From an optimization exercise on the open Yosys and OpenROAD flow, aimed at small area; shortcuts taken in it are not production practice. The RTL was checked by simulation tests, not by an equivalence proof against the original design. In every run shown here, the design's own scripts or RTL, not TritonCTS, make the clock network. No driver is modelled on the clock port, so clock power and skew are understated where the tree is cut down; a real chip needs a root buffer or a tree. Power figures rest on the tool's default switching activity, not on a simulated workload.

===== design/flow/design.v =====
module ps2_keyboard (
  input  wire       clk,
  input  wire       reset,
  input  wire       ps2_clk_i,
  input  wire       ps2_data_i,
  output wire       rx_p5,
  output wire       rx_p6,
  output reg  [7:0] rx_data
);
reg  [1:0]  m;
reg  [4:0]  s;
reg  [11:0] timer_r;
wire [11:0] timer = timer_r ^ 12'haaa;
wire in_h  = (m == 2'b00);
wire in_fm = (m == 2'b01);
wire done  = (timer == 12'h6fc);
wire fb    = ~(timer[11] ^ timer[5] ^ timer[3] ^ timer[0]);
always @(posedge clk) begin
  if (reset) begin
    m     <= {1'b0, ~ps2_clk_i};
    s     <= 5'd0;
    timer_r <= 12'h001 ^ 12'haaa;
  end else begin
    m[1] <= m[0];
    m[0] <= (m[1] == m[0]) ? ~ps2_clk_i : m[0];
    if (s[4])
      s <= (s[3:1] == 3'd6) ? {4'd0, s[0] | in_fm} : {1'b1, s[3:1] + 3'd1, s[0] | in_fm};
    else if (s[3:0] == 4'd11)
      s <= 5'b1_001_0;
    else if (in_h && ps2_clk_i && done)
      s <= 5'd0;
    else if (in_fm)
      s <= s + 5'd1;
    timer_r <= (in_h ? {timer[10:0], fb} : 12'h000) ^ 12'haaa;
  end
end
always @(posedge clk)
  if (in_fm && !s[4] && s[3:0] != 4'd0 && s[3:0] <= 4'd8)
    rx_data <= {ps2_data_i, rx_data[7:1]};
assign rx_p5 = s[4] && (s[3:1] == 3'd5);
assign rx_p6 = s[4] && (s[3:1] == 3'd6);
endmodule
`default_nettype none
module zxkbd
(
input               clk,
input               reset,
output              res_k,
output      [12:1]  f,
input               ps2_clk,
input               ps2_data,
input       [7:0]   zx_kb_scan,
output      [4:0]   zx_kb_out,
output      [4:0]   k_joy,        
output              num_joy
);
wire        p5, p6;
wire [7:0]  b;
ps2_keyboard ps2_keyboard (
  .clk        (clk),
  .reset      (reset),
  .ps2_clk_i  (ps2_clk),
  .ps2_data_i (ps2_data),
  .rx_p5      (p5),
  .rx_p6      (p6),
  .rx_data    (b)
);
reg         ex_code;      
reg         brk;          
reg         res_key;
reg  [12:1] f_key;
reg         numlock;
reg  [4:0]  kempston;
reg  [4:0]  keymatrix_n [0:7];    
assign res_k   = res_key;
assign f       = f_key;
assign k_joy   = kempston;
assign num_joy = numlock;
wire val = ~reset & ~brk;     
always @(posedge clk) begin
  if (reset) begin
    ex_code <= 1'b0;
    brk     <= 1'b0;
  end else if (p6) begin
    ex_code <= (b == 8'hE0) | (~brk & (b == 8'hF0) & ex_code);
    brk     <= brk ? (b == 8'hE0) : (b == 8'hF0);
  end
end
always @(posedge clk) begin
  if (reset)
    numlock <= 1'b0;
  else if (p5 & ~brk & (b == 8'h77))
    numlock <= ~numlock;
end
wire l0 = (b[3:0] == 4'h0) | reset;
wire l1 = (b[3:0] == 4'h1) | reset;
wire l2 = (b[3:0] == 4'h2) | reset;
wire l3 = (b[3:0] == 4'h3) | reset;
wire l4 = (b[3:0] == 4'h4) | reset;
wire l5 = (b[3:0] == 4'h5) | reset;
wire l6 = (b[3:0] == 4'h6) | reset;
wire l7 = (b[3:0] == 4'h7) | reset;
wire l8 = (b[3:0] == 4'h8) | reset;
wire l9 = (b[3:0] == 4'h9) | reset;
wire la = (b[3:0] == 4'ha) | reset;
wire lb = (b[3:0] == 4'hb) | reset;
wire lc = (b[3:0] == 4'hc) | reset;
wire ld = (b[3:0] == 4'hd) | reset;
wire le = (b[3:0] == 4'he) | reset;
wire f0 = (p5 & (b[7:4] == 4'h0)) | reset;
wire f7 = (p5 & (b[7:4] == 4'h7)) | reset;
wire f8 = (p5 & (b[7:4] == 4'h8)) | reset;
wire h00 = (p6 & ~ex_code & (b[7:4] == 4'h0)) | reset;
wire h01 = (p6 & ~ex_code & (b[7:4] == 4'h1)) | reset;
wire h02 = (p6 & ~ex_code & (b[7:4] == 4'h2)) | reset;
wire h03 = (p6 & ~ex_code & (b[7:4] == 4'h3)) | reset;
wire h04 = (p6 & ~ex_code & (b[7:4] == 4'h4)) | reset;
wire h05 = (p6 & ~ex_code & (b[7:4] == 4'h5)) | reset;
wire h06 = (p6 & ~ex_code & (b[7:4] == 4'h6)) | reset;
wire h07 = (p6 & ~ex_code & (b[7:4] == 4'h7)) | reset;
wire h11 = (p6 & ex_code & (b[7:4] == 4'h1)) | reset;
wire h14 = (p6 & ex_code & (b[7:4] == 4'h4)) | reset;
wire h15 = (p6 & ex_code & (b[7:4] == 4'h5)) | reset;
wire h16 = (p6 & ex_code & (b[7:4] == 4'h6)) | reset;
wire h17 = (p6 & ex_code & (b[7:4] == 4'h7)) | reset;
wire nl1 = numlock | reset;
wire nl0 = ~numlock | reset;
always @(posedge clk) if (f7 & le) res_key <= val;
always @(posedge clk) if (f0 & l5) f_key[1] <= val;
always @(posedge clk) if (f0 & l6) f_key[2] <= val;
always @(posedge clk) if (f0 & l4) f_key[3] <= val;
always @(posedge clk) if (f0 & lc) f_key[4] <= val;
always @(posedge clk) if (f0 & l3) f_key[5] <= val;
always @(posedge clk) if (f0 & lb) f_key[6] <= val;
always @(posedge clk) if (f8 & l3) f_key[7] <= val;
always @(posedge clk) if (f0 & la) f_key[8] <= val;
always @(posedge clk) if (f0 & l1) f_key[9] <= val;
always @(posedge clk) if (f0 & l9) f_key[10] <= val;
always @(posedge clk) if (f7 & l8) f_key[11] <= val;
always @(posedge clk) if (f0 & l7) f_key[12] <= val;
always @(posedge clk) if ((h02 & l9))
  keymatrix_n[0][0] <= ~val;
always @(posedge clk) if ((h11 & l4) | (h01 & l4) | (h07 & l1) | (h04 & l9) | (h07 & lc) | (h07 & l9) | (h07 & lb) | (h04 & le) | (h07 & l6) | (h14 & la) | (h04 & la) | (h04 & l1) | (h04 & lc) | (h05 & l2) | (h05 & ld) | (h05 & l5) | (h05 & l4) | (h05 & lb))
  keymatrix_n[0][1] <= ~val;
always @(posedge clk) if ((h03 & la) | (h07 & l1) | (h04 & l9))
  keymatrix_n[0][2] <= ~val;
always @(posedge clk) if ((h03 & l1) | (h04 & l1))
  keymatrix_n[0][3] <= ~val;
always @(posedge clk) if ((h03 & l2) | (h07 & lc))
  keymatrix_n[0][4] <= ~val;
always @(posedge clk) if ((h15 & la) | (h05 & la))
  keymatrix_n[1][0] <= ~val;
always @(posedge clk) if ((h04 & lb) | (h05 & l5))
  keymatrix_n[1][1] <= ~val;
always @(posedge clk) if ((h04 & l2) | (h07 & l9))
  keymatrix_n[1][2] <= ~val;
always @(posedge clk) if ((h03 & lb) | (h07 & lb) | (h04 & le))
  keymatrix_n[1][3] <= ~val;
always @(posedge clk) if ((h03 & l3))
  keymatrix_n[1][4] <= ~val;
always @(posedge clk) if ((h04 & ld) | (h05 & l2))
  keymatrix_n[2][0] <= ~val;
always @(posedge clk) if ((h04 & l4) | (h04 & lc))
  keymatrix_n[2][1] <= ~val;
always @(posedge clk) if ((h04 & l3))
  keymatrix_n[2][2] <= ~val;
always @(posedge clk) if ((h03 & lc))
  keymatrix_n[2][3] <= ~val;
always @(posedge clk) if ((h03 & l5))
  keymatrix_n[2][4] <= ~val;
always @(posedge clk) if ((h04 & l5) | (h07 & l0) | (h06 & l6))
  keymatrix_n[3][0] <= ~val;
always @(posedge clk) if ((h04 & l6) | (h07 & ld) | (h05 & lb))
  keymatrix_n[3][1] <= ~val;
always @(posedge clk) if ((h03 & le) | (h05 & l4) | (h17 & l4) | (h07 & l5 & nl0))
  keymatrix_n[3][2] <= ~val;
always @(posedge clk) if ((h03 & ld) | (h06 & lc) | (h17 & l5))
  keymatrix_n[3][3] <= ~val;
always @(posedge clk) if ((h03 & l6) | (h17 & l2) | (h07 & l4 & nl0))
  keymatrix_n[3][4] <= ~val;
always @(posedge clk) if ((h01 & l6) | (h06 & l9) | (h00 & ld))
  keymatrix_n[4][0] <= ~val;
always @(posedge clk) if ((h01 & le) | (h07 & l2) | (h05 & l8))
  keymatrix_n[4][1] <= ~val;
always @(posedge clk) if ((h02 & l6) | (h07 & la))
  keymatrix_n[4][2] <= ~val;
always @(posedge clk) if ((h02 & l5) | (h06 & lb & nl0))
  keymatrix_n[4][3] <= ~val;
always @(posedge clk) if ((h02 & le) | (h16 & lb) | (h07 & l3 & nl0))
  keymatrix_n[4][4] <= ~val;
always @(posedge clk) if ((h01 & l5))
  keymatrix_n[5][0] <= ~val;
always @(posedge clk) if ((h01 & ld))
  keymatrix_n[5][1] <= ~val;
always @(posedge clk) if ((h02 & l4))
  keymatrix_n[5][2] <= ~val;
always @(posedge clk) if ((h02 & ld))
  keymatrix_n[5][3] <= ~val;
always @(posedge clk) if ((h02 & lc))
  keymatrix_n[5][4] <= ~val;
always @(posedge clk) if ((h01 & lc))
  keymatrix_n[6][0] <= ~val;
always @(posedge clk) if ((h01 & lb))
  keymatrix_n[6][1] <= ~val;
always @(posedge clk) if ((h02 & l3))
  keymatrix_n[6][2] <= ~val;
always @(posedge clk) if ((h02 & lb))
  keymatrix_n[6][3] <= ~val;
always @(posedge clk) if ((h03 & l4))
  keymatrix_n[6][4] <= ~val;
always @(posedge clk) if ((h06 & l6) | (h00 & ld) | (h05 & l8) | (h01 & l2) | (h05 & l9) | (h07 & l6) | (h16 & lb) | (h17 & l5) | (h17 & l4) | (h17 & l2))
  keymatrix_n[7][0] <= ~val;
always @(posedge clk) if ((h01 & la) | (h05 & ld))
  keymatrix_n[7][1] <= ~val;
always @(posedge clk) if ((h02 & l2))
  keymatrix_n[7][2] <= ~val;
always @(posedge clk) if ((h02 & l1))
  keymatrix_n[7][3] <= ~val;
always @(posedge clk) if ((h02 & la) | (h14 & la) | (h04 & la))
  keymatrix_n[7][4] <= ~val;
always @(posedge clk) if ((h07 & l4 & nl1))
  kempston[0] <= val;
always @(posedge clk) if ((h06 & lb & nl1))
  kempston[1] <= val;
always @(posedge clk) if ((h07 & l3 & nl1))
  kempston[2] <= val;
always @(posedge clk) if ((h07 & l5 & nl1))
  kempston[3] <= val;
always @(posedge clk) if ((h11 & l1))
  kempston[4] <= val;
assign  zx_kb_out = (zx_kb_scan[0] ? 5'h1f : keymatrix_n[7]) &
                    (zx_kb_scan[1] ? 5'h1f : keymatrix_n[6]) &
                    (zx_kb_scan[2] ? 5'h1f : keymatrix_n[5]) &
                    (zx_kb_scan[3] ? 5'h1f : keymatrix_n[4]) &
                    (zx_kb_scan[4] ? 5'h1f : keymatrix_n[3]) &
                    (zx_kb_scan[5] ? 5'h1f : keymatrix_n[2]) &
                    (zx_kb_scan[6] ? 5'h1f : keymatrix_n[1]) &
                    (zx_kb_scan[7] ? 5'h1f : keymatrix_n[0]);
endmodule

===== design/flow/flow/run.sh =====
#!/bin/bash
# The standard ORFS flow (standard.sh) with three changes:
#  - synthesis maps with area-only ABC scripts, keeping the smallest result
#    (flow/my_synth.tcl, flow/abc_*.script),
#  - ports are buffered with buf_1 instead of the default buffer,
#  - the clock tree is a clkbuf_2 root driving five clkbuf_8 leaves
#    (flow/my_cts.tcl, run as ORFS's PRE_CTS_TCL hook).
set -euo pipefail
export MY_FLOW_DIR=$PWD
sed "s#SYNTH_SCRIPT=[^ ]*#SYNTH_SCRIPT=$PWD/flow/my_synth.tcl#" standard.sh > my_standard.sh
export BUFFER_PORTS_ARGS="-buffer_cell sky130_fd_sc_hd__buf_1"
export PRE_CTS_TCL=$PWD/flow/my_cts.tcl
bash my_standard.sh > standard.log 2>&1

===== design/flow/flow/abc_a1.script =====
strash
dch
map -a
mfs2
strash
dch
map -a
topo

===== design/flow/flow/abc_a3.script =====
strash
balance
rewrite
refactor
balance
rewrite
rewrite -z
balance
refactor -z
rewrite -z
balance
dch -f
map -a
mfs2
strash
dch -f
map -a
topo

===== design/flow/flow/abc_b3.script =====
strash
balance
rewrite
refactor
balance
rewrite
rewrite -z
balance
refactor -z
rewrite -z
balance
dch -f
amap
mfs2
strash
dch -f
amap
topo

===== design/flow/flow/abc_b5.script =====
strash
balance
rewrite
refactor
balance
rewrite
rewrite -z
balance
refactor -z
rewrite -z
balance
dch -f
amap
mfs2
strash
dch -f
amap
mfs2
strash
dch -f
amap
topo

===== design/flow/flow/abc_b6.script =====
strash
balance
rewrite
refactor
balance
rewrite
rewrite -z
balance
refactor -z
rewrite -z
balance
dch
amap
mfs2
strash
dch
amap
topo

===== design/flow/flow/abc_c2.script =====
strash
balance
rewrite
refactor
balance
rewrite
rewrite -z
balance
refactor -z
rewrite -z
balance
dch -f
amap -m
topo

===== design/flow/flow/abc_d2.script =====
strash
balance
rewrite
refactor
balance
rewrite
rewrite -z
balance
refactor -z
rewrite -z
balance
&get -n
&deepsyn -T 40
&put
dch -f
amap
mfs2
strash
dch -f
amap
topo

===== design/flow/flow/abc_e2.script =====
strash
balance
rewrite
refactor
balance
rewrite
rewrite -z
balance
refactor -z
rewrite -z
balance
&get -n
&deepsyn -T 40 -S 7
&put
dch -f
amap
mfs2
strash
dch -f
amap
topo

===== design/flow/flow/my_cts.tcl =====
# PRE_CTS_TCL hook: a two-level clock tree built here instead of TritonCTS.
# The clock port drives one root buffer, which drives $nleaf leaf buffers,
# one per group of placed flip-flops (recursive bisection of the flip-flop
# locations into groups of equal size); each leaf buffer sits at the centre
# of its flip-flops, the root at the centre of the leaves.
# clock_tree_synthesis is then skipped; the rest of ORFS's CTS step
# (legalisation, timing repair) runs as usual.
set nleaf 5
set leafm [[ord::get_db] findMaster sky130_fd_sc_hd__clkbuf_8]
set rootm [[ord::get_db] findMaster sky130_fd_sc_hd__clkbuf_2]
set block [ord::get_db_block]
set clk [$block findNet clk]

set sinks {}
foreach it [$clk getITerms] {
  set bb [[$it getInst] getBBox]
  lappend sinks [list $it [expr {([$bb xMin] + [$bb xMax]) / 2}] [expr {([$bb yMin] + [$bb yMax]) / 2}]]
}

# split the sinks into k groups of (nearly) equal size, cutting the longer
# side of their bounding box
proc split_sinks {sinks k} {
  if {$k <= 1} { return [list $sinks] }
  set xs {}; set ys {}
  foreach s $sinks { lappend xs [lindex $s 1]; lappend ys [lindex $s 2] }
  set xs [lsort -integer $xs]; set ys [lsort -integer $ys]
  set w [expr {[lindex $xs end] - [lindex $xs 0]}]
  set h [expr {[lindex $ys end] - [lindex $ys 0]}]
  set idx [expr {$w >= $h ? 1 : 2}]
  set sinks [lsort -integer -index $idx $sinks]
  set ka [expr {$k / 2}]
  set kb [expr {$k - $ka}]
  set na [expr {([llength $sinks] * $ka + $k / 2) / $k}]
  return [concat [split_sinks [lrange $sinks 0 [expr {$na - 1}]] $ka] \
                 [split_sinks [lrange $sinks $na end] $kb]]
}

set root [odb::dbInst_create $block $rootm clkbuf_root]
set rnet [odb::dbNet_create $block clknet_root]
$rnet setSigType CLOCK
[$root findITerm A] connect $clk
[$root findITerm X] connect $rnet

set k 0
set lx 0; set ly 0
foreach g [split_sinks $sinks $nleaf] {
  set sx 0; set sy 0
  foreach s $g { incr sx [lindex $s 1]; incr sy [lindex $s 2] }
  set cx [expr {$sx / [llength $g]}]
  set cy [expr {$sy / [llength $g]}]
  set buf [odb::dbInst_create $block $leafm clkbuf_leaf_$k]
  set net [odb::dbNet_create $block clknet_leaf_$k]
  $net setSigType CLOCK
  [$buf findITerm A] connect $rnet
  [$buf findITerm X] connect $net
  foreach s $g {
    set it [lindex $s 0]
    $it disconnect
    $it connect $net
  }
  $buf setLocation $cx $cy
  $buf setPlacementStatus PLACED
  puts "clock buffer clkbuf_leaf_$k: [llength $g] flip-flops, at $cx $cy"
  incr lx $cx; incr ly $cy
  incr k
}
$root setLocation [expr {$lx / $k}] [expr {$ly / $k}]
$root setPlacementStatus PLACED
$clk setSigType CLOCK
set_propagated_clock [all_clocks]

proc clock_tree_synthesis {args} {
  puts "clock_tree_synthesis skipped: the clock tree was built by flow/my_cts.tcl"
}

===== design/flow/flow/my_synth.tcl =====
# The standard synthesis script, with ABC's technology mapping run with
# area-only scripts (flow/abc_*.script) instead of ORFS's timing-driven one:
# each script is tried and the netlist with the smallest cell area is kept.
proc abc {args} {
  set i [lsearch $args -script]
  set lib [lindex $args [expr {[lsearch $args -liberty] + 1}]]
  set dir $::env(MY_FLOW_DIR)/flow
  set best ""
  set best_area 1e30
  yosys design -save pre_abc
  foreach s [lsort [glob $dir/abc_*.script]] {
    yosys design -load pre_abc
    lset args [expr {$i + 1}] $s
    yosys abc {*}$args
    yosys tee -q -o $::env(MY_FLOW_DIR)/abc_stat.txt stat -liberty $lib
    set f [open $::env(MY_FLOW_DIR)/abc_stat.txt]
    set txt [read $f]
    close $f
    regexp {Chip area for module '[^']*': ([0-9.]+)} $txt -> area
    puts "ABC script $s: area $area"
    if {$area < $best_area} {
      set best_area $area
      set best $s
      yosys design -save best_abc
    }
  }
  puts "ABC script chosen: $best (area $best_area)"
  yosys design -load best_abc
}
source $::env(MY_FLOW_DIR)/synth_recipe.tcl

===== design/flow/standard.sh =====
#!/bin/bash
# synth_recipe.tcl (not shown) runs the flow's synth.tcl, then flattens the netlist and writes it again
# the make line also repeats each setting of config.mk as NAME=value (left out here)
make -C /OpenROAD-flow-scripts/flow DESIGN_CONFIG=/design/flow/config.mk WORK_HOME=/design/flow/orfs CLKGATE_MAP_FILE= SYNTH_SCRIPT=/design/flow/synth_recipe.tcl "${@:-finish}"

===== design/flow/config.mk =====
export PLATFORM = sky130hd
export DESIGN_NAME = zxkbd
export DESIGN_NICKNAME = zxkbd
export VERILOG_FILES = /design/flow/design.v
export SDC_FILE = /design/flow/constraint.sdc
export NUM_CORES = 4
export LEC_CHECK = 0
export ABC_AREA = 1
export CAP_MARGIN = 0
export CORE_MARGIN = 2
export CORE_UTILIZATION = 40
export PLACE_DENSITY = 0.6
export SLEW_MARGIN = 0

===== design/flow/constraint.sdc =====
create_clock -name core_clock -period 5.0 [get_ports {clk}]
set_input_delay 1.0000 -clock core_clock [delete_from_list [all_inputs] [get_ports {clk}]]
set_output_delay 1.0000 -clock core_clock [all_outputs]
set_load 0.01 [all_outputs]

==> results of run 1 <==
==> worst max path at each step <==
stage	cells after the start	slack, ns	to
global route	10	2.01	keymatrix_n[4][4]
floorplan	2	2.39	keymatrix_n[0][0]
global placement	5	2.14	keymatrix_n[6][1]
detailed placement	5	2.13	keymatrix_n[6][1]
CTS	4	2.14	zx_kb_out[0]
finish	4	2.14	zx_kb_out[0]
==> kinds of logic (layout without fill, tap and decap cells) <==
group	after synthesis	count (layout)	share of synthesized area
compound gates	84	84	0.134
fa+ha+maj	4	4	0.0132
buf+inv	31	76	0.0307
flops	88	88	0.642
simple gates	156	156	0.179
==> per-layer routing <==
metal	track usage	vias to the layer above
met3	0.0179	25
met5	0	-
met4	0.0489	0
met1	0.237	1381
li1	-	1427
met2	0.306	136
==> final cells by class <==
| cell class | count | area share |
|---|---|---|
| Inverter | 31 | 0.0280 |
| Tap cell | 111 | 0.0334 |
| Sequential cell | 88 | 0.584 |
| Timing Repair Buffer | 39 | 0.0388 |
| Buffer | 6 | 0.0177 |
| Multi-Input combinational cell | 244 | 0.298 |
==> layout by cell type (no fill, tap or decap), types with 4 or more instances in the layout <==
cell type  count
dfxtp_1       21
ha_1           4
o22a_1         4
buf_4          4
o21ai_0       16
a31oi_1        6
a21oi_1       20
clkinv_1      31
o22ai_1       28
nor4_1         9
nand2_1       23
nand4_1        8
nand3_1       12
edfxtp_1      67
buf_1         35
clkbuf_8       5
nor3_1        11
nor2_1        86
==> flip-flops by register name, summed over array words and instances, names as in the netlist <==
name and flops:
keymatrix_n 40, f_key 12, ps2_keyboard.timer_r 12, ps2_keyboard.rx_data 8, kempston 5, ps2_keyboard.s 5, ps2_keyboard.m 2, brk 1
ex_code 1, numlock 1, res_key 1
==> critical path, stage by stage <==
cell	delay (ns)
buf_1	0.23
o22ai_1	0.13
nor4_1	0.30
buf_1	0.19
==> per-stage QoR <==
stage	instances	hold slack, ns	total power [mW]	setup slack (ns)
3_5_place_dp	513	0.394	1.01	2.13
6_report	519	0.416	1.29	2.14
2_1_floorplan	363	0.383	0.951	2.39
5_1_grt	519	0.434	1.34	2.01
4_1_cts	519	0.418	1.30	2.14
3_3_place_gp	513	0.392	1.01	2.14
==> power by group through the flow <==
stage | Sequential, mW | Clock (mW) | Combinational (mW)
finish | 0.853 | 0.293 | 0.141
CTS | 0.854 | 0.304 | 0.140
floorplan | 0.866 | 0 | 0.0857
global route | 0.857 | 0.321 | 0.157
global placement | 0.871 | 0 | 0.138
detailed placement | 0.870 | 0 | 0.140
==> impl_metrics.tcl, run 1 <==
set metrics [dict create \
    outcome "no timing/DRC/antenna violations" \
    fin_util 0.453 \
    viasPerCell 5.72 \
    clkSlewWorstSetupHoldPaths_ns 0.10 \
    globalplace.congestion 0.936 \
    drc 0 \
    ys_ff_latch 88 \
    met1_length_mm 3.91 \
    totalWireLength_mm 9.21 \
    ys_warn_count 3 \
    drt_iter0_markers 226 \
    io_buffers 35 \
    p_per_area_nw_per_um2 309 \
    p_sw_frac 0.248 \
    avgSynthCellArea_um2 10.4 \
    die_w_um 101 \
    timing.max_cap.violations 0 \
    hold_depth 1 \
    power.leakage_nw 1.31 \
    gr-total-overflow 0 \
    arrival_ns 1.86 \
    synth_area_um2 3790 \
    crit_start "zx_kb_scan[3]" \
    area.sequential_um2 2430 \
    ir_drop_mv 0.168 \
    synth_edf_count 67 \
    syn2layout_area_growth_pct 9.88 \
    start_util 0.412 \
    ios 36 \
    power.share.clock 0.228 \
    finalCritPeriodShare 0.571 \
    cp.required_ns 4.00 \
    rrSetupSlack_ns 2.20 \
    stdcell_area_um2 4160 \
    antenna_found_initial 0 \
    antenna_cells 0 \
    rsz0062_at_grt "no" \
    synth_ff_type "edfxtp_1" \
    multiInputGateArea_um2 1240 \
    setup_violations 0 \
    drive_gt1_frac 0.0245 \
    fp.dieH_um 101 \
    hold_viol_final 0 \
    antenna_left 0 \
    syn_nets 379 \
    p_int_mw 0.969 \
    synth_area_leaders "edfxtp_1, dfxtp_1, nor2_1" \
    synth_top_area_frac 0.531 \
    grt_use_total 0.177 \
    max_freq_mhz 350 \
    coreArea_um2 9200 \
    wl_met2_mm 4.36 \
    clkLatencyLatePin_ns 0.49 \
    maxSlewHeadroom 0.257 \
    fin_worst_skew_ns 0.00644 \
    cts_hold_buf 0 \
    drtPass1Iterations 5 \
    fillerInstances 883 \
    combPwrFrac 0.110 \
    hp-start "ps2_keyboard.timer_r[2]" \
    num_rows 35 \
    layout.nets 426 \
    top_layer "met4" \
    synth.most_common_cell "nor2_1" \
    synth_cell_types 27 \
    vias 2969 \
    post_dp_cell_area_um2 4090 \
    synthCells 363 \
    min_period_ns 2.86 \
    met3_length_um 697 \
    async_flop_share 0 \
    ff2ff_path_depth 7 \
    synthTopCellsByCount "nor2_1, edfxtp_1, clkinv_1, o22ai_1, nand2_1" \
    cts-resized-gates 0 \
    worstSetupStartpointType "primary input" \
    tns_ns 0 \
    critPathMaxFanout 5 \
    slew_violations 0 \
    tightest_slew_ns 1.11 \
    holdPathEnd "ps2_keyboard.timer_r[3]" \
    endpoint_kind "output pin" \
    grt_first_pass_wirelength_mm 14.5 \
    r2r-end "keymatrix_n[4][1]" \
    hpwlAfterDp_mm 6.61 \
    yosysTopAreaCell "edfxtp_1" \
    postCtsSetupBuffers 0 \
    p_sw_mw 0.319 \
    wire_per_inst_um 17.8 \
    grt_max_degree 41 \
    dieArea_um2 10300 \
    ys_seq_area_frac 0.642 \
    min_path_type "reg -> reg" \
    worst_r2r_startpoint "ps2_keyboard.s[3]" \
    grt_pass1_vias 2910 \
    path_class "in -> out" \
    seqPwrFrac 0.663 \
]
==> run 2: changes to the inputs <==
--- a/design/flow/config.mk
+++ b/design/flow/config.mk
@@ -9,5 +9,6 @@
 export CAP_MARGIN = 0
 export CORE_MARGIN = 2
 export CORE_UTILIZATION = 40
+export GPL_TIMING_DRIVEN = 0
 export PLACE_DENSITY = 0.6
 export SLEW_MARGIN = 0
==> run 2 against run 1 <==
Compared with the run above: flip-flop and latch count unchanged; worst hold slack about the same; synthesized cell count unchanged; register-to-register slack got worse by 0.12 ns; clock power increased by 3%; synthesized area unchanged; cell area decreased by 0.72%; clock skew increased by 0.0040 ns; largest cell class unchanged; largest power group unchanged.
==> impl_metrics.tcl, run 2 <==
set metrics [dict create \
    power.leakage_nw 1.29 \
    synth_cell_types 27 \
    ios 36 \
    ys_warn_count 3 \
    syn2layout_area_growth_pct 9.08 \
    vias 2988 \
    p_per_area_nw_per_um2 313 \
    path_class "in -> reg" \
    slew_violations 0 \
    fp.dieH_um 101 \
    setup_violations 0 \
    totalWireLength_mm 9.10 \
    antenna_left 0 \
    min_path_type "reg -> reg" \
    cts_hold_buf 0 \
    hold_viol_final 0 \
    synth_area_leaders "edfxtp_1, dfxtp_1, nor2_1" \
    largest_reg_flops 40 \
    arrival_ns 3.63 \
    p_sw_frac 0.253 \
    min_period_ns 3.68 \
    holdWs_ns 0.416 \
    maxSlewHeadroom 0.192 \
    post_dp_cell_area_um2 4060 \
    synthCells 363 \
    grt_max_degree 41 \
    grt_first_pass_wirelength_mm 14.8 \
    antenna_cells 0 \
    avgSynthCellArea_um2 10.4 \
    worstSetupStartpointType "primary input" \
    viasPerCell 5.80 \
    syn_nets 379 \
    regMostFlops "keymatrix_n" \
    dieArea_um2 10300 \
    synth.most_common_cell "nor2_1" \
    coreArea_um2 9200 \
    drc 0 \
    globalplace.congestion 0.906 \
    dp_slack_ns 0.810 \
    max_freq_mhz 272 \
    async_flop_share 0 \
    cp.required_ns 4.95 \
    timing.max_cap.violations 0 \
    ir_drop_mv 0.160 \
    synth_ff_type "edfxtp_1" \
    final_cell_mix "nor2_1, edfxtp_1, buf_1" \
    die_w_um 101 \
    rsz0062_at_grt "no" \
    p_sw_mw 0.327 \
    final_common_cell "nor2_1" \
    drtPass1Iterations 5 \
    crit_chain "buf_1 -> nor2_1 -> clkinv_1" \
    critPathMaxFanout 40 \
    ys_seq_area_frac 0.642 \
    layout.nets 422 \
    tns_ns 0 \
    hpwlAfterDp_mm 6.45 \
    gr-total-overflow 0 \
    cts-resized-gates 0 \
    wire_per_inst_um 17.7 \
    antenna_found_initial 0 \
    finalCritPeriodShare 0.735 \
    clkLatencyLatePin_ns 0.52 \
    drt_iter0_markers 259 \
    combPwrFrac 0.107 \
    num_rows 35 \
    synth_area_um2 3790 \
    seqPwrFrac 0.658 \
    clkSlewWorstSetupHoldPaths_ns 0.10 \
    fin_worst_skew_ns 0.0105 \
    outcome "no timing/DRC/antenna violations" \
    endpoint_kind "flip-flop" \
    io_buffers 35 \
    slowest_stage "clkinv_1" \
    synth_top_area_frac 0.531 \
    synth_edf_count 67 \
    p_int_mw 0.966 \
    power.share.clock 0.234 \
    grt_pass1_vias 2941 \
    stdcell_area_um2 4130 \
    synthTopCellsByCount "nor2_1, edfxtp_1, clkinv_1, o22ai_1, nand2_1" \
    reg_top3 "keymatrix_n (40), f_key (12), ps2_keyboard.timer_r (12)" \
    fin_ws_ns 1.32 \
    start_util 0.412 \
    tightest_slew_ns 1.20 \
    slowest_delay_ns 1.12 \
    ys_ff_latch 88 \
    grt_use_total 0.180 \
    yosysTopAreaCell "edfxtp_1" \
    postCtsSetupBuffers 0 \
    drive_gt1_frac 0.0149 \
]
run 2: changes by cell type in the layout (fill, tap and decap cells not counted):
cell / before / now
buf_4: 4 / 0
run 2: cells by family after synthesis:
logic type | after synthesis | synth area share
AO/OA/AOI/OAI | 84 | 0.134
adder cells (fa/ha/maj) | 4 | 0.0132
buffers and inverters | 31 | 0.0307
flip-flops | 88 | 0.642
AND/OR/NAND/NOR | 156 | 0.179
run 2: stage by stage:
step	utilization	instances	power, mW
detailed placement	0.441	509	1.01
floorplan	-	363	0.951
global placement	0.441	509	1.00
global route	0.449	515	1.34
CTS	0.449	515	1.30
finish	0.449	515	1.29
run 2: final timing paths:
check,startpoint,to,slack (ns),depth (start not counted)
hold reg to reg,ps2_keyboard.timer_r[1],ps2_keyboard.timer_r[2],0.42,1
hold / removal,ps2_keyboard.timer_r[1],ps2_keyboard.timer_r[2],0.42,1
setup reg to reg,brk,keymatrix_n[6][3],2.08,2
setup / recovery,reset,keymatrix_n[6][3],1.32,3
run 2: routing by layer:
layer	global-route usage	part of all wire
met4	0.0603	0.031
met3	0.0221	0.070
met5	0	0
met2	0.293	0.46
met1	0.251	0.44
run 2: area by class of cell:
| type | count | area, µm² |
|---|---|---|
| buffer | 6 | 73.8 |
| fill | 865 | 5060 |
| inverter | 31 | 116 |
| multi-input combinational | 244 | 1240 |
| sequential | 88 | 2430 |
| tap | 111 | 139 |
| timing repair buffer | 35 | 131 |
run 2: power by group through the flow:
stage | registers (mW) | clock network [mW] | logic, mW
after floorplan | 0.866 | 0 | 0.0857
after global placement | 0.867 | 0 | 0.137
after detailed placement | 0.868 | 0 | 0.138
after CTS | 0.851 | 0.310 | 0.138
after global routing | 0.856 | 0.331 | 0.157
final | 0.851 | 0.303 | 0.139
run 2: critical path, delay by kind of cell:
kind                   cells  cell delay, ns
buffers and inverters      2            1.56
AND/OR/NAND/NOR            1            1.04
==> run 3: changes to the inputs <==
--- a/design/flow/config.mk
+++ b/design/flow/config.mk
@@ -6,9 +6,9 @@
 export NUM_CORES = 4
 export LEC_CHECK = 0
 export ABC_AREA = 1
-export CAP_MARGIN = 0
+export CAP_MARGIN = 20
 export CORE_MARGIN = 2
 export CORE_UTILIZATION = 40
 export GPL_TIMING_DRIVEN = 0
 export PLACE_DENSITY = 0.6
-export SLEW_MARGIN = 0
+export SLEW_MARGIN = 20
==> run 3 against run 2 <==
Compared with the run above: wire length grew 0.32%; critical endpoint unchanged; sequential power is essentially flat; power rose by 0.12%; largest cell class unchanged; via count shrank 0.30%; global-route usage did not move; first-iteration DRC count rose by 17%; synthesized area is the same; critical path depth did not move.
==> impl_metrics.tcl, run 3 <==
set metrics [dict create \
    timing.max_cap.violations 0 \
    grt_max_degree 41 \
    syn2layout_area_growth_pct 9.55 \
    synthCells 363 \
    antenna_found_initial 0 \
    synth.most_common_cell "nor2_1" \
    worstSetupStartpointType "primary input" \
    vias 2979 \
    ys_warn_count 3 \
    tightest_slew_ns 0.970 \
    power.leakage_nw 1.30 \
    total_power_mw 1.29 \
    globalplace.congestion 0.906 \
    critPathTopFamily "buffers and inverters" \
    synthTopCellsByCount "nor2_1, edfxtp_1, clkinv_1, o22ai_1, nand2_1" \
    clkLatencyLatePin_ns 0.52 \
    grt_first_pass_wirelength_mm 14.8 \
    drive_gt1_frac 0.0247 \
    gr-total-overflow 0 \
    viasPerCell 5.77 \
    regMostFlops "keymatrix_n" \
    endpoint_kind "flip-flop" \
    synth_cell_types 27 \
    drc 0 \
    antenna_cells 0 \
    totalWireLength_mm 9.12 \
    die_w_um 101 \
    clkSlewWorstSetupHoldPaths_ns 0.10 \
    max_freq_mhz 337 \
    final_common_cell "nor2_1" \
    p_per_area_nw_per_um2 312 \
    hold_viol_final 0 \
    grt_pass1_vias 2941 \
    synth_edf_count 67 \
    fin_worst_skew_ns 0.0117 \
    ys_seq_area_frac 0.642 \
    tns_ns 0 \
    cts_hold_buf 0 \
    synth_area_um2 3790 \
    ys_ff_latch 88 \
    async_flop_share 0 \
    syn_nets 379 \
    fp.dieH_um 101 \
    area.sequential_um2 2430 \
    final_cell_mix "nor2_1, edfxtp_1, buf_1" \
    critPathMaxFanout 40 \
    slew_violations 0 \
    crit_chain "clkbuf_2 -> nor2_2 -> clkinv_1" \
    slowest_stage "clkinv_1" \
    slowest_delay_ns 0.95 \
    num_rows 35 \
    min_path_type "reg -> reg" \
    start_util 0.412 \
    synth_area_leaders "edfxtp_1, dfxtp_1, nor2_1" \
    dieArea_um2 10300 \
    finalCritPeriodShare 0.594 \
    setup_violations 0 \
    synth_ff_type "edfxtp_1" \
    coreArea_um2 9200 \
    ir_drop_mv 0.160 \
    rsz0062_at_grt "no" \
    cp.required_ns 4.97 \
    maxSlewHeadroom 0.350 \
    wire_per_inst_um 17.7 \
    postCtsSetupBuffers 0 \
    layout.nets 423 \
    drtPass1Iterations 5 \
    ios 36 \
    min_period_ns 2.97 \
    largest_reg_flops 40 \
    reg_top3 "keymatrix_n (40), f_key (12), ps2_keyboard.timer_r (12)" \
    hpwlAfterDp_mm 6.45 \
    multiInputGateArea_um2 1250 \
    fillerInstances 865 \
    avgSynthCellArea_um2 10.4 \
    path_class "in -> reg" \
    io_buffers 35 \
    drt_iter0_markers 303 \
    arrival_ns 2.94 \
    grt_use_total 0.180 \
    antenna_left 0 \
    synth_top_area_frac 0.531 \
    outcome "no timing/DRC/antenna violations" \
    crit_buf_inv 2 \
    yosysTopAreaCell "edfxtp_1" \
    cts-resized-gates 0 \
]
[run 3: cell counts after synthesis]
Identical to the previous run, type by type.
[run 3: cells by family after synthesis]
kind of cell | count (synthesis) | synth area share
compound gates | 84 | 0.134
fa+ha+maj | 4 | 0.0132
buf+inv | 31 | 0.0307
flops | 88 | 0.642
simple gates | 156 | 0.179
[run 3: final cells by class]
| type | count | area share |
|---|---|---|
| plain buffers | 6 | 0.0178 |
| inverters | 31 | 0.0280 |
| multi-input cells | 244 | 0.301 |
| flip-flops and latches | 88 | 0.586 |
| well taps | 111 | 0.0335 |
| repair buffers | 36 | 0.0338 |
[run 3: worst reg2reg max path: stages, from the launching register on]
cell and delay [ns]:
dfxtp_1 0.41, clkinv_1 0.17, nor3_1 0.35, nand2_1 0.14
nor4_1 0.64, a21oi_1 0.39, o22a_1 0.27, o21ai_0 0.10
[run 3: final timing paths]
path         depth (start not counted)                 endpoint                    start  slack, ns
min                                  1  ps2_keyboard.timer_r[2]  ps2_keyboard.timer_r[1]       0.42
max reg2reg                          7        keymatrix_n[4][1]        ps2_keyboard.s[3]       2.24
max                                  3        keymatrix_n[6][3]                    reset       2.03
min reg2reg                          1  ps2_keyboard.timer_r[2]  ps2_keyboard.timer_r[1]       0.42
[run 3: where the power goes]
part	internal, mW	switching (mW)	leakage (nW)	total, mW
registers	0.833	0.0183	0.799	0.851
clock network	0.0941	0.208	0.0401	0.302
logic	0.0398	0.101	0.464	0.141
total	0.967	0.328	1.30	1.29
[run 3: through the flow]
step                hold WS [ns]  instances  worst slack (ns)  utilization  area [µm²]
floorplan                  0.383        363              2.39            -        3790
global placement           0.392        509             0.895        0.441        4060
detailed placement         0.395        509             0.810        0.441        4060
CTS                        0.419        515              1.34        0.449        4130
global route               0.430        516              1.78        0.451        4150
finish                     0.416        516              2.03        0.451        4150
[run 3: metal layers]
layer / vias to the layer above / track usage / part of all wire
met5: - / 0 / 0
met4: 0 / 0.0603 / 0.031
met3: 27 / 0.0221 / 0.070
met2: 130 / 0.293 / 0.45
met1: 1396 / 0.251 / 0.45
li1: 1426 / - / -
==> run 4: changes to the inputs <==
==> design/flow/flow/abc_h2.script (new file) <==
strash
balance
rewrite
refactor
balance
rewrite
rewrite -z
balance
refactor -z
rewrite -z
balance
&get -n
&deepsyn -T 40 -S 3
&put
dch -f
amap
mfs2
strash
dch -f
amap
topo
==> design/flow/flow/abc_h3.script (new file) <==
strash
balance
rewrite
refactor
balance
rewrite
rewrite -z
balance
refactor -z
rewrite -z
balance
&get -n
&deepsyn -T 40 -S 11
&put
dch -f
amap
mfs2
strash
dch -f
amap
topo
==> design/flow/flow/abc_i2.script (new file) <==
strash
balance
rewrite
refactor
balance
rewrite
rewrite -z
balance
refactor -z
rewrite -z
balance
&get -n
&deepsyn -T 40 -S 7
&put
dch
amap
mfs2
strash
dch
amap
mfs2
strash
dch -f
amap
topo
--- a/design/flow/config.mk
+++ b/design/flow/config.mk
@@ -6,9 +6,9 @@
 export NUM_CORES = 4
 export LEC_CHECK = 0
 export ABC_AREA = 1
-export CAP_MARGIN = 20
+export CAP_MARGIN = 0
 export CORE_MARGIN = 2
 export CORE_UTILIZATION = 40
 export GPL_TIMING_DRIVEN = 0
 export PLACE_DENSITY = 0.6
-export SLEW_MARGIN = 20
+export SLEW_MARGIN = 0
==> run 4 against run 3 <==
Compared with the run above: highest routed layer unchanged; critical endpoint unchanged; die area unchanged; largest cell class unchanged; critical path type unchanged; clock power about the same; synthesized cell count unchanged.
==> impl_metrics.tcl, run 4 <==
set metrics [dict create \
    grt_pass1_vias 2941 \
    outcome "no timing/DRC/antenna violations" \
    gr-total-overflow 0 \
    r2r-end "keymatrix_n[6][3]" \
    antenna_cells 0 \
    async_flop_share 0 \
    reg_top3 "keymatrix_n (40), f_key (12), ps2_keyboard.timer_r (12)" \
    drive_gt1_frac 0.0149 \
    critPathMaxFanout 40 \
    p_per_area_nw_per_um2 313 \
    hold_viol_final 0 \
    min_period_ns 3.68 \
    ios 36 \
    tightest_slew_ns 1.20 \
    max_freq_mhz 272 \
    coreArea_um2 9200 \
    totalWireLength_mm 9.10 \
    viasPerCell 5.80 \
    postCtsSetupBuffers 0 \
    finalCritPeriodShare 0.735 \
    antenna_left 0 \
    start_util 0.412 \
    grt_max_degree 41 \
    num_rows 35 \
    endpoint "keymatrix_n[6][3]" \
    drtPass1Iterations 5 \
    endpoint_kind "flip-flop" \
    ys_warn_count 3 \
    synth_top_area_frac 0.531 \
    synth.most_common_cell "nor2_1" \
    ir_drop_mv 0.160 \
    die_w_um 101 \
    grt_first_pass_wirelength_mm 14.8 \
    slew_violations 0 \
    crit_start "reset" \
    worst_r2r_startpoint "brk" \
    largest_reg_flops 40 \
    power.leakage_nw 1.29 \
    timing.max_cap.violations 0 \
    rsz0062_at_grt "no" \
    grt_use_total 0.180 \
    maxSlewHeadroom 0.192 \
    fin_worst_skew_ns 0.0105 \
    slowest_delay_ns 1.12 \
    final_common_cell "nor2_1" \
    syn2layout_area_growth_pct 9.08 \
    tns_ns 0 \
    antenna_found_initial 0 \
    hpwlAfterDp_mm 6.45 \
    crit_chain "buf_1 -> nor2_1 -> clkinv_1" \
    clkLatencyLatePin_ns 0.52 \
    synth_area_um2 3790 \
    yosysTopAreaCell "edfxtp_1" \
    regMostFlops "keymatrix_n" \
    vias 2988 \
    synth_ff_type "edfxtp_1" \
    final_cell_mix "nor2_1, edfxtp_1, buf_1" \
    wire_per_inst_um 17.7 \
    layout.nets 422 \
    synthCells 363 \
    ys_seq_area_frac 0.642 \
    area.sequential_um2 2430 \
    multiInputGateArea_um2 1240 \
    arrival_ns 3.63 \
    holdWs_ns 0.416 \
    cts-resized-gates 0 \
    synth_area_leaders "edfxtp_1, dfxtp_1, nor2_1" \
    ys_ff_latch 88 \
    slowest_stage "clkinv_1" \
    rrSetupSlack_ns 2.08 \
    top_layer "met4" \
    path_class "in -> reg" \
    fp.dieH_um 101 \
    cts_hold_buf 0 \
    ff2ff_path_depth 2 \
    worstSetupStartpointType "primary input" \
    io_buffers 35 \
    clkSlewWorstSetupHoldPaths_ns 0.10 \
    fin_ws_ns 1.32 \
    met1_length_mm 4.04 \
    setup_violations 0 \
    dieArea_um2 10300 \
    synthTopCellsByCount "nor2_1, edfxtp_1, clkinv_1, o22ai_1, nand2_1" \
    drc 0 \
    min_path_type "reg -> reg" \
    syn_nets 379 \
    dp_slack_ns 0.810 \
    globalplace.congestion 0.906 \
    avgSynthCellArea_um2 10.4 \
    wl_met2_mm 4.14 \
    drt_iter0_markers 259 \
    synth_edf_count 67 \
    fillerInstances 865 \
    synth_cell_types 27 \
    cp.required_ns 4.95 \
    met3_length_um 633 \
]
run 4: cell types whose count changed in the layout (fill, tap and decap cells not counted), sizes merged:
| cell | before | now |
|---|---|---|
| clkbuf | 7 | 6 |
run 4: through the flow:
step / area (µm²) / power, mW / cells / utilization
after floorplan: 3790 / 0.951 / 363 / -
after global placement: 4060 / 1.00 / 509 / 0.441
after detailed placement: 4060 / 1.01 / 509 / 0.441
after CTS: 4130 / 1.30 / 515 / 0.449
after global routing: 4130 / 1.34 / 515 / 0.449
final: 4130 / 1.29 / 515 / 0.449
run 4: area by class of cell:
cell class	instances	share of cell area
tap	111	0.0336
multi-input combinational	244	0.300
timing repair buffer	35	0.0318
buffer	6	0.0179
inverter	31	0.0282
sequential	88	0.589
run 4: where the power goes:
part           internal, mW  total [mW]  switching (mW)
registers             0.833       0.851          0.0182
logic                0.0386       0.139           0.100
clock network        0.0941       0.303           0.209
run 4: metal layers:
metal,up-vias,global-route usage
met5,-,0
met1,1400,0.251
met3,24,0.0221
met4,0,0.0603
met2,139,0.293
li1,1425,-
run 4: worst max-delay path: cells and delay by family:
family	cells	cell delay (ns)
AND/OR/NAND/NOR	1	1.04
buffers and inverters	2	1.56
run 4: worst min path at each step:
stage,start,end,depth (start not counted)
after detailed placement,ps2_keyboard.timer_r[2],ps2_keyboard.timer_r[3],1
after floorplan,ps2_keyboard.timer_r[7],ps2_keyboard.timer_r[8],1
after global routing,ps2_keyboard.timer_r[2],ps2_keyboard.timer_r[3],1
final,ps2_keyboard.timer_r[1],ps2_keyboard.timer_r[2],1
after global placement,ps2_keyboard.timer_r[4],ps2_keyboard.timer_r[5],1
after CTS,ps2_keyboard.timer_r[1],ps2_keyboard.timer_r[2],1
run 4: cells by family (layout without fill, tap and decap cells):
logic type	count (synthesis)	count (layout)	synth area share
buffers and inverters	31	72	0.0307
adders and majority gates	4	4	0.0132
AOI/OAI and AO/OA	84	84	0.134
and+or+nand+nor	156	156	0.179
DFF	88	88	0.642
==> run 5: changes to the inputs <==
--- a/design/flow/flow/run.sh
+++ b/design/flow/flow/run.sh
@@ -3,7 +3,7 @@
 #  - synthesis maps with area-only ABC scripts, keeping the smallest result
 #    (flow/my_synth.tcl, flow/abc_*.script),
 #  - ports are buffered with buf_1 instead of the default buffer,
-#  - the clock tree is a clkbuf_2 root driving five clkbuf_8 leaves
+#  - the clock port drives four clkbuf_8 leaf buffers
 #    (flow/my_cts.tcl, run as ORFS's PRE_CTS_TCL hook).
 set -euo pipefail
 export MY_FLOW_DIR=$PWD
--- a/design/flow/flow/my_cts.tcl
+++ b/design/flow/flow/my_cts.tcl
@@ -1,13 +1,11 @@
-# PRE_CTS_TCL hook: a two-level clock tree built here instead of TritonCTS.
-# The clock port drives one root buffer, which drives $nleaf leaf buffers,
-# one per group of placed flip-flops (recursive bisection of the flip-flop
-# locations into groups of equal size); each leaf buffer sits at the centre
-# of its flip-flops, the root at the centre of the leaves.
+# PRE_CTS_TCL hook: a one-level clock tree built here instead of TritonCTS.
+# The clock port drives $nleaf leaf buffers directly, one per group of placed
+# flip-flops (recursive bisection of the flip-flop locations into groups of
+# equal size); each leaf buffer sits at the centre of its flip-flops.
 # clock_tree_synthesis is then skipped; the rest of ORFS's CTS step
 # (legalisation, timing repair) runs as usual.
-set nleaf 5
+set nleaf 4
 set leafm [[ord::get_db] findMaster sky130_fd_sc_hd__clkbuf_8]
-set rootm [[ord::get_db] findMaster sky130_fd_sc_hd__clkbuf_2]
 set block [ord::get_db_block]
 set clk [$block findNet clk]
 
@@ -35,11 +33,7 @@
                  [split_sinks [lrange $sinks $na end] $kb]]
 }
 
-set root [odb::dbInst_create $block $rootm clkbuf_root]
-set rnet [odb::dbNet_create $block clknet_root]
-$rnet setSigType CLOCK
-[$root findITerm A] connect $clk
-[$root findITerm X] connect $rnet
+set rnet $clk
 
 set k 0
 set lx 0; set ly 0
@@ -64,8 +58,6 @@
   incr lx $cx; incr ly $cy
   incr k
 }
-$root setLocation [expr {$lx / $k}] [expr {$ly / $k}]
-$root setPlacementStatus PLACED
 $clk setSigType CLOCK
 set_propagated_clock [all_clocks]
 
--- a/design/flow/config.mk
+++ b/design/flow/config.mk
@@ -8,7 +8,7 @@
 export ABC_AREA = 1
 export CAP_MARGIN = 0
 export CORE_MARGIN = 2
-export CORE_UTILIZATION = 40
+export CORE_UTILIZATION = 70
 export GPL_TIMING_DRIVEN = 0
-export PLACE_DENSITY = 0.6
+export PLACE_DENSITY = 0.8
 export SLEW_MARGIN = 0
removed: design/flow/flow/abc_h2.script
removed: design/flow/flow/abc_h3.script
removed: design/flow/flow/abc_i2.script
==> run 5 against run 4 <==
Compared with the run above: still clean on timing, DRC and antenna; via count is 0.10% lower; first-iteration DRC count grew 33%; die area decreased by 41%; utilization is 34 points higher.
==> impl_metrics.tcl, run 5 <==
set metrics [dict create \
    outcome "no timing/DRC/antenna violations" \
    totalWireLength_mm 8.13 \
    antenna_cells 0 \
    avgSynthCellArea_um2 10.4 \
    worst_r2r_startpoint "brk" \
    regMostFlops "keymatrix_n" \
    ff2ff_path_depth 2 \
    power.leakage_nw 1.28 \
    synth_area_leaders "edfxtp_1, dfxtp_1, nor2_1" \
    dieArea_um2 6010 \
    timing.max_cap.violations 0 \
    synth_xor_area_frac 0 \
    gr-total-overflow 0 \
    drive_gt1_frac 0.00995 \
    synth_cell_types 27 \
    synthCells 363 \
    path_class "in -> reg" \
    vias 2985 \
    grt_first_pass_wirelength_mm 12.8 \
    largest_reg_flops 40 \
    crit_chain "buf_1 -> nor2_1 -> clkinv_1" \
    arrival_ns 3.56 \
    ys_seq_area_frac 0.642 \
    antenna_found_initial 0 \
    ys_warn_count 3 \
    clkSlewWorstSetupHoldPaths_ns 0.12 \
    postCtsSetupBuffers 0 \
    coreArea_um2 5170 \
    instances_no_fill 472 \
    grt_pass1_vias 2655 \
    synth_compound_area_frac 0.134 \
    maxSlewHeadroom 0.227 \
    slowest_delay_ns 1.05 \
    cts-resized-gates 0 \
    synth.most_common_cell "nor2_1" \
    viasPerCell 6.32 \
    yosysTopAreaCell "edfxtp_1" \
    start_util 0.732 \
    synthSimpleGateAreaFrac 0.179 \
    hpwlAfterDp_mm 5.81 \
    slew_violations 0 \
    slowest_stage "clkinv_1" \
    dp_slack_ns 1.02 \
    synth_top_family_by_area "simple AND/OR/NAND/NOR gates" \
    endpoint_kind "flip-flop" \
    stdcell_area_um2 4060 \
    worstSetupStartpointType "primary input" \
    ir_drop_mv 0.219 \
    clkLatencyLatePin_ns 0.18 \
    fin_ws_ns 1.09 \
    crit_start "reset" \
    syn2layout_area_growth_pct 7.24 \
    drc 0 \
    grt_max_degree 41 \
    synth_fa_ha_area_frac 0.0132 \
    total_power_mw 1.23 \
    endpoint "keymatrix_n[4][0]" \
    cp.required_ns 4.65 \
    ios 36 \
    synth_ff_type "edfxtp_1" \
    fp.dieH_um 77.6 \
    synth_edf_count 67 \
    hold_viol_final 0 \
    tns_ns 0 \
    post_dp_cell_area_um2 4010 \
    rsz0062_at_grt "no" \
    min_period_ns 3.91 \
    setup_violations 0 \
    antenna_left 0 \
    rrSetupSlack_ns 2.18 \
    syn_nets 379 \
    p_per_area_nw_per_um2 302 \
    io_buffers 35 \
    ys_ff_latch 88 \
    drtPass1Iterations 5 \
    async_flop_share 0 \
    grt_use_total 0.268 \
    synthTopCellsByCount "nor2_1, edfxtp_1, clkinv_1, o22ai_1, nand2_1" \
    synthMuxAreaShare 0 \
    final_common_cell "nor2_1" \
    die_w_um 77.6 \
    final_cell_mix "nor2_1, edfxtp_1, buf_1" \
    num_rows 26 \
    min_path_type "reg -> reg" \
    fin_util 0.785 \
    globalplace.congestion 0.930 \
    fillerInstances 363 \
    drt_iter0_markers 344 \
    wire_per_inst_um 17.2 \
    critPathMaxFanout 40 \
    dp.cells 468 \
    cts_hold_buf 0 \
    finalCritPeriodShare 0.782 \
    holdWs_ns 0.418 \
    synth_top_area_frac 0.531 \
    synth_area_um2 3790 \
    reg_top3 "keymatrix_n (40), f_key (12), ps2_keyboard.timer_r (12)" \
    fin_worst_skew_ns 0.00700 \
    tightest_slew_ns 1.16 \
    max_freq_mhz 256 \
    layout.nets 420 \
    r2r-end "keymatrix_n[4][0]" \
]
## run 5: cell counts after synthesis
No cell type changed its count.
## run 5: per-layer routing
| metal | GRT usage | wire [µm] |
|---|---|---|
| met3 | 0.0279 | 613 |
| met1 | 0.367 | 3260 |
| met2 | 0.475 | 4100 |
| met4 | 0.0500 | 153 |
| met5 | 0 | 0 |
## run 5: how the worst min path moves through the flow
stage          slack [ns]                     from  depth (start not counted)                        to
2_1_floorplan        0.38  ps2_keyboard.timer_r[7]                          1   ps2_keyboard.timer_r[8]
3_3_place_gp         0.39  ps2_keyboard.timer_r[4]                          1   ps2_keyboard.timer_r[5]
3_5_place_dp         0.39  ps2_keyboard.timer_r[4]                          1   ps2_keyboard.timer_r[5]
4_1_cts              0.42  ps2_keyboard.timer_r[9]                          1  ps2_keyboard.timer_r[10]
5_1_grt              0.43  ps2_keyboard.timer_r[4]                          1   ps2_keyboard.timer_r[5]
6_report             0.42  ps2_keyboard.timer_r[4]                          1   ps2_keyboard.timer_r[5]
## run 5: kinds of logic after synthesis
kind of cell    Yosys count
simple gates            156
flops                    88
compound gates           84
buf+inv                  31
fa+ha+maj                 4
## run 5: report_power, final
part	leakage, nW	internal [mW]	switching, mW
Clock	0.0288	0.0753	0.165
Combinational	0.455	0.0387	0.0976
Sequential	0.799	0.833	0.0184
Total	1.28	0.947	0.281
## run 5: layout make-up
cell class | instances | area (µm²) | share of cell area
sequential | 88 | 2430 | 0.599
multi-input combinational | 244 | 1240 | 0.305
timing repair buffer | 35 | 131 | 0.0323
inverter | 31 | 116 | 0.0287
tap | 70 | 87.6 | 0.0216
buffer | 4 | 55.1 | 0.0136
## run 5: critical path, delay by kind of cell
kind / cells / cell delay, ns
and+or+nand+nor: 1 / 1.04
buffers and inverters: 2 / 1.50
==> run 6: changes to the inputs <==
--- a/design/flow/flow/run.sh
+++ b/design/flow/flow/run.sh
@@ -3,7 +3,7 @@
 #  - synthesis maps with area-only ABC scripts, keeping the smallest result
 #    (flow/my_synth.tcl, flow/abc_*.script),
 #  - ports are buffered with buf_1 instead of the default buffer,
-#  - the clock port drives four clkbuf_8 leaf buffers
+#  - the clock port drives four leaf buffers (one clkbuf_16, three clkbuf_8)
 #    (flow/my_cts.tcl, run as ORFS's PRE_CTS_TCL hook).
 set -euo pipefail
 export MY_FLOW_DIR=$PWD
==> design/flow/flow/my_cts.tcl (replaced) <==
# PRE_CTS_TCL hook: a one-level clock tree built here instead of TritonCTS.
# The clock port drives four leaf buffers directly: one clkbuf_16 for a group
# of 34 (or so) flip-flops and three clkbuf_8 for groups of about 18, the
# groups made by recursive bisection of the placed flip-flop locations; each
# buffer sits at the centre of its flip-flops.
# clock_tree_synthesis is then skipped; the rest of ORFS's CTS step
# (legalisation, timing repair) runs as usual.
set db [ord::get_db]
set block [ord::get_db_block]
set clk [$block findNet clk]

set sinks {}
foreach it [$clk getITerms] {
  set bb [[$it getInst] getBBox]
  lappend sinks [list $it [expr {([$bb xMin] + [$bb xMax]) / 2}] [expr {([$bb yMin] + [$bb yMax]) / 2}]]
}
set n [llength $sinks]
# leaf cells and their share of the flip-flops
set leaves [list [list sky130_fd_sc_hd__clkbuf_16 34] [list sky130_fd_sc_hd__clkbuf_8 18] \
                 [list sky130_fd_sc_hd__clkbuf_8 18] [list sky130_fd_sc_hd__clkbuf_8 18]]

# split the sinks into groups whose sizes are proportional to the weights,
# cutting the longer side of their bounding box
proc split_sinks {sinks weights} {
  if {[llength $weights] <= 1} { return [list $sinks] }
  set xs {}; set ys {}
  foreach s $sinks { lappend xs [lindex $s 1]; lappend ys [lindex $s 2] }
  set xs [lsort -integer $xs]; set ys [lsort -integer $ys]
  set w [expr {[lindex $xs end] - [lindex $xs 0]}]
  set h [expr {[lindex $ys end] - [lindex $ys 0]}]
  set idx [expr {$w >= $h ? 1 : 2}]
  set sinks [lsort -integer -index $idx $sinks]
  set k [llength $weights]
  set ka [expr {$k / 2}]
  set wa [lrange $weights 0 [expr {$ka - 1}]]
  set wb [lrange $weights $ka end]
  set sa 0; foreach x $wa { incr sa $x }
  set st 0; foreach x $weights { incr st $x }
  set na [expr {int(round(double([llength $sinks]) * $sa / $st))}]
  return [concat [split_sinks [lrange $sinks 0 [expr {$na - 1}]] $wa] \
                 [split_sinks [lrange $sinks $na end] $wb]]
}

set weights {}
foreach l $leaves { lappend weights [lindex $l 1] }
set k 0
foreach g [split_sinks $sinks $weights] {
  set m [$db findMaster [lindex [lindex $leaves $k] 0]]
  set sx 0; set sy 0
  foreach s $g { incr sx [lindex $s 1]; incr sy [lindex $s 2] }
  set cx [expr {$sx / [llength $g]}]
  set cy [expr {$sy / [llength $g]}]
  set buf [odb::dbInst_create $block $m clkbuf_leaf_$k]
  set net [odb::dbNet_create $block clknet_leaf_$k]
  $net setSigType CLOCK
  [$buf findITerm A] connect $clk
  [$buf findITerm X] connect $net
  foreach s $g {
    set it [lindex $s 0]
    $it disconnect
    $it connect $net
  }
  $buf setLocation $cx $cy
  $buf setPlacementStatus PLACED
  puts "clock buffer clkbuf_leaf_$k ([$m getName]): [llength $g] flip-flops, at $cx $cy"
  incr k
}
$clk setSigType CLOCK
set_propagated_clock [all_clocks]

proc clock_tree_synthesis {args} {
  puts "clock_tree_synthesis skipped: the clock tree was built by flow/my_cts.tcl"
}
--- a/design/flow/config.mk
+++ b/design/flow/config.mk
@@ -8,7 +8,6 @@
 export ABC_AREA = 1
 export CAP_MARGIN = 0
 export CORE_MARGIN = 2
-export CORE_UTILIZATION = 70
-export GPL_TIMING_DRIVEN = 0
-export PLACE_DENSITY = 0.8
+export CORE_UTILIZATION = 40
+export PLACE_DENSITY = 0.6
 export SLEW_MARGIN = 0
==> run 6 against run 5 <==
Compared with the run above: critical path depth increased by 1; wire length increased by 13%; first-iteration DRC count decreased by 28%; utilization decreased by 33 points; still clean; setup slack improved by 1.1 ns; via count decreased by 0.23%; maximum frequency increased by 38%; synthesized cell count unchanged; flip-flop and latch count unchanged; clock skew increased by 0.020 ns; worst hold slack got worse by 0.013 ns; sequential share of layout area decreased by 1.3 points; highest routed layer unchanged.
==> impl_metrics.tcl, run 6 <==
set metrics [dict create \
    antenna_found_initial 0 \
    synthTopCellsByCount "nor2_1, edfxtp_1, clkinv_1, o22ai_1, nand2_1" \
    crit_buf_inv 2 \
    gr-total-overflow 0 \
    holdWs_ns 0.405 \
    worstSetupStartpointType "primary input" \
    endpoint_kind "output pin" \
    synth_area_leaders "edfxtp_1, dfxtp_1, nor2_1" \
    fp.dieH_um 101 \
    syn2layout_area_growth_pct 9.68 \
    cts-resized-gates 0 \
    avgSynthCellArea_um2 10.4 \
    min_path_type "reg -> reg" \
    maxSlewHeadroom 0.247 \
    die_w_um 101 \
    synth.most_common_cell "nor2_1" \
    syn_nets 379 \
    clkSlewWorstSetupHoldPaths_ns 0.12 \
    drtPass1Iterations 5 \
    path_class "in -> out" \
    hold_viol_final 0 \
    ir_drop_mv 0.200 \
    combPwrFrac 0.111 \
    tightest_slew_ns 1.12 \
    layout.nets 424 \
    start_util 0.412 \
    final_common_cell "nor2_1" \
    async_flop_share 0 \
    postCtsSetupBuffers 0 \
    ys_seq_area_frac 0.642 \
    dieArea_um2 10300 \
    grt_pass1_vias 2902 \
    tns_ns 0 \
    p_per_area_nw_per_um2 304 \
    final_cell_mix "nor2_1, edfxtp_1, buf_1" \
    largest_reg_flops 40 \
    critPathMaxFanout 5 \
    power.leakage_nw 1.31 \
    slowest_stage "nor4_1" \
    grt_use_total 0.177 \
    grt_first_pass_wirelength_mm 14.6 \
    seqPwrFrac 0.676 \
    grt_max_degree 41 \
    critPathTopFamily "buffers and inverters" \
    max_freq_mhz 352 \
    setup_violations 0 \
    drive_gt1_frac 0.0197 \
    drt_iter0_markers 248 \
    synth_edf_count 67 \
    vias 2978 \
    fin_util 0.452 \
    io_buffers 35 \
    fin_worst_skew_ns 0.0266 \
    slowest_delay_ns 0.30 \
    arrival_ns 1.84 \
    drc 0 \
    regMostFlops "keymatrix_n" \
    p_int_mw 0.968 \
    ys_warn_count 3 \
    p_sw_mw 0.295 \
    timing.max_cap.violations 0 \
    dp_slack_ns 2.13 \
    power.share.clock 0.213 \
    viasPerCell 5.76 \
    cp.required_ns 4.00 \
    synth_ff_type "edfxtp_1" \
    synth_top_area_frac 0.531 \
    totalWireLength_mm 9.22 \
    crit_chain "buf_1 -> o22ai_1 -> nor4_1 -> buf_1" \
    finalCritPeriodShare 0.568 \
    yosysTopAreaCell "edfxtp_1" \
    hpwlAfterDp_mm 6.61 \
    p_sw_frac 0.234 \
    ios 36 \
    coreArea_um2 9200 \
    synth_area_um2 3790 \
    antenna_cells 0 \
    clkLatencyLatePin_ns 0.18 \
    globalplace.congestion 0.936 \
    crit_top_cell "buf_1" \
    num_rows 35 \
    reg_top3 "keymatrix_n (40), f_key (12), ps2_keyboard.timer_r (12)" \
    synth_cell_types 27 \
    synthCells 363 \
    rsz0062_at_grt "no" \
    wire_per_inst_um 17.8 \
    instances_no_fill 517 \
    cts_hold_buf 0 \
    min_period_ns 2.84 \
    ys_ff_latch 88 \
    slew_violations 0 \
    outcome "no timing/DRC/antenna violations" \
    antenna_left 0 \
    fin_ws_ns 2.16 \
    dp.cells 513 \
]
==> run 6: cell counts after synthesis <==
No cell type changed its count.
==> run 6: final timing paths <==
| path | from | endpoint | slack, ns | cells after the start |
|---|---|---|---|---|
| max | zx_kb_scan[3] | zx_kb_out[0] | 2.16 | 4 |
| min reg2reg | ps2_keyboard.timer_r[10] | ps2_keyboard.timer_r[11] | 0.41 | 1 |
| max reg2reg | ps2_keyboard.s[3] | keymatrix_n[4][1] | 2.20 | 7 |
| min | ps2_keyboard.timer_r[10] | ps2_keyboard.timer_r[11] | 0.41 | 1 |
==> run 6: kinds of logic after synthesis <==
family / Yosys count / share of synthesized area
AO/OA/AOI/OAI: 84 / 0.134
buffers and inverters: 31 / 0.0307
AND/OR/NAND/NOR: 156 / 0.179
adder cells (fa/ha/maj): 4 / 0.0132
flip-flops: 88 / 0.642
==> run 6: area by class of cell <==
cell class	instances	area, µm²
fill	876	5040
sequential	88	2430
multi-input combinational	244	1240
timing repair buffer	39	161
tap	111	139
inverter	31	116
buffer	4	66.3
==> run 6: power by group through the flow <==
stage          Combinational (mW)  Clock (mW)  Sequential [mW]
3_5_place_dp                0.140           0            0.870
5_1_grt                     0.157       0.298            0.857
6_report                    0.141       0.269            0.854
3_3_place_gp                0.138           0            0.871
4_1_cts                     0.140       0.277            0.854
2_1_floorplan              0.0857           0            0.866
==> run 6: layer usage <==
layer | part of all wire | up-vias | GRT usage
met5 | 0 | - | 0
met1 | 0.43 | 1390 | 0.240
li1 | - | 1428 | -
met4 | 0.023 | 0 | 0.0447
met3 | 0.068 | 24 | 0.0186
met2 | 0.48 | 136 | 0.306
==> run 6: through the flow <==
| stage | power, mW | instance area, µm² |
|---|---|---|
| floorplan | 0.951 | 3790 |
| global placement | 1.01 | 4090 |
| detailed placement | 1.01 | 4090 |
| CTS | 1.27 | 4150 |
| global route | 1.31 | 4150 |
| finish | 1.26 | 4150 |
==> run 6: worst register-to-register path, delay by kind of cell, from the launching register on <==
family	cells	cell delay [ns]
AOI/OAI and AO/OA	3	0.76
buffers and inverters	1	0.17
DFF	1	0.42
and+or+nand+nor	3	1.15

==> static timing again, ports no longer ideal <==
No port has a modelled driver above. Below, the same layouts with a new extraction and two added sets of constraints. Step 1 sets driving cells, clkbuf_16 on the clock port and buf_2 on the other inputs (assumed; they add their load-dependent delay and slew). Step 2 moves the port delays by t, midway between the first and last clock arrival at a register: inputs arrive t later, outputs are due t later. That takes back most of the time a late clock gives input paths. Slacks: no drivers / after step 1 / after step 2; pairs: no drivers / after step 1.
run	t (ns)	setup WS [ns]	worst setup path after step 2	slew at the worst register clock pin (ns)	worst slew at a driven data input, ns
run 1	0.513	2.144 / 2.120 / 2.120	input to output	0.11 / 0.11	0.03
run 2	0.539	1.324 / 1.332 / 0.793	input to register	0.11 / 0.11	0.03
run 3	0.538	2.028 / 2.034 / 1.496	input to register	0.11 / 0.11	0.03
run 4	0.539	1.324 / 1.332 / 0.793	input to register	0.11 / 0.11	0.03
run 5	0.228	1.088 / 1.125 / 0.897	input to register	0.12 / 0.12	0.03
run 6	0.237	2.158 / 2.134 / 2.134	input to output	0.12 / 0.12	0.03
After both steps setup and hold are still met in every run listed. For run 3, which loses most, drivers alone change the setup slack by +0.006 ns; drivers and shift together by -0.532 ns.
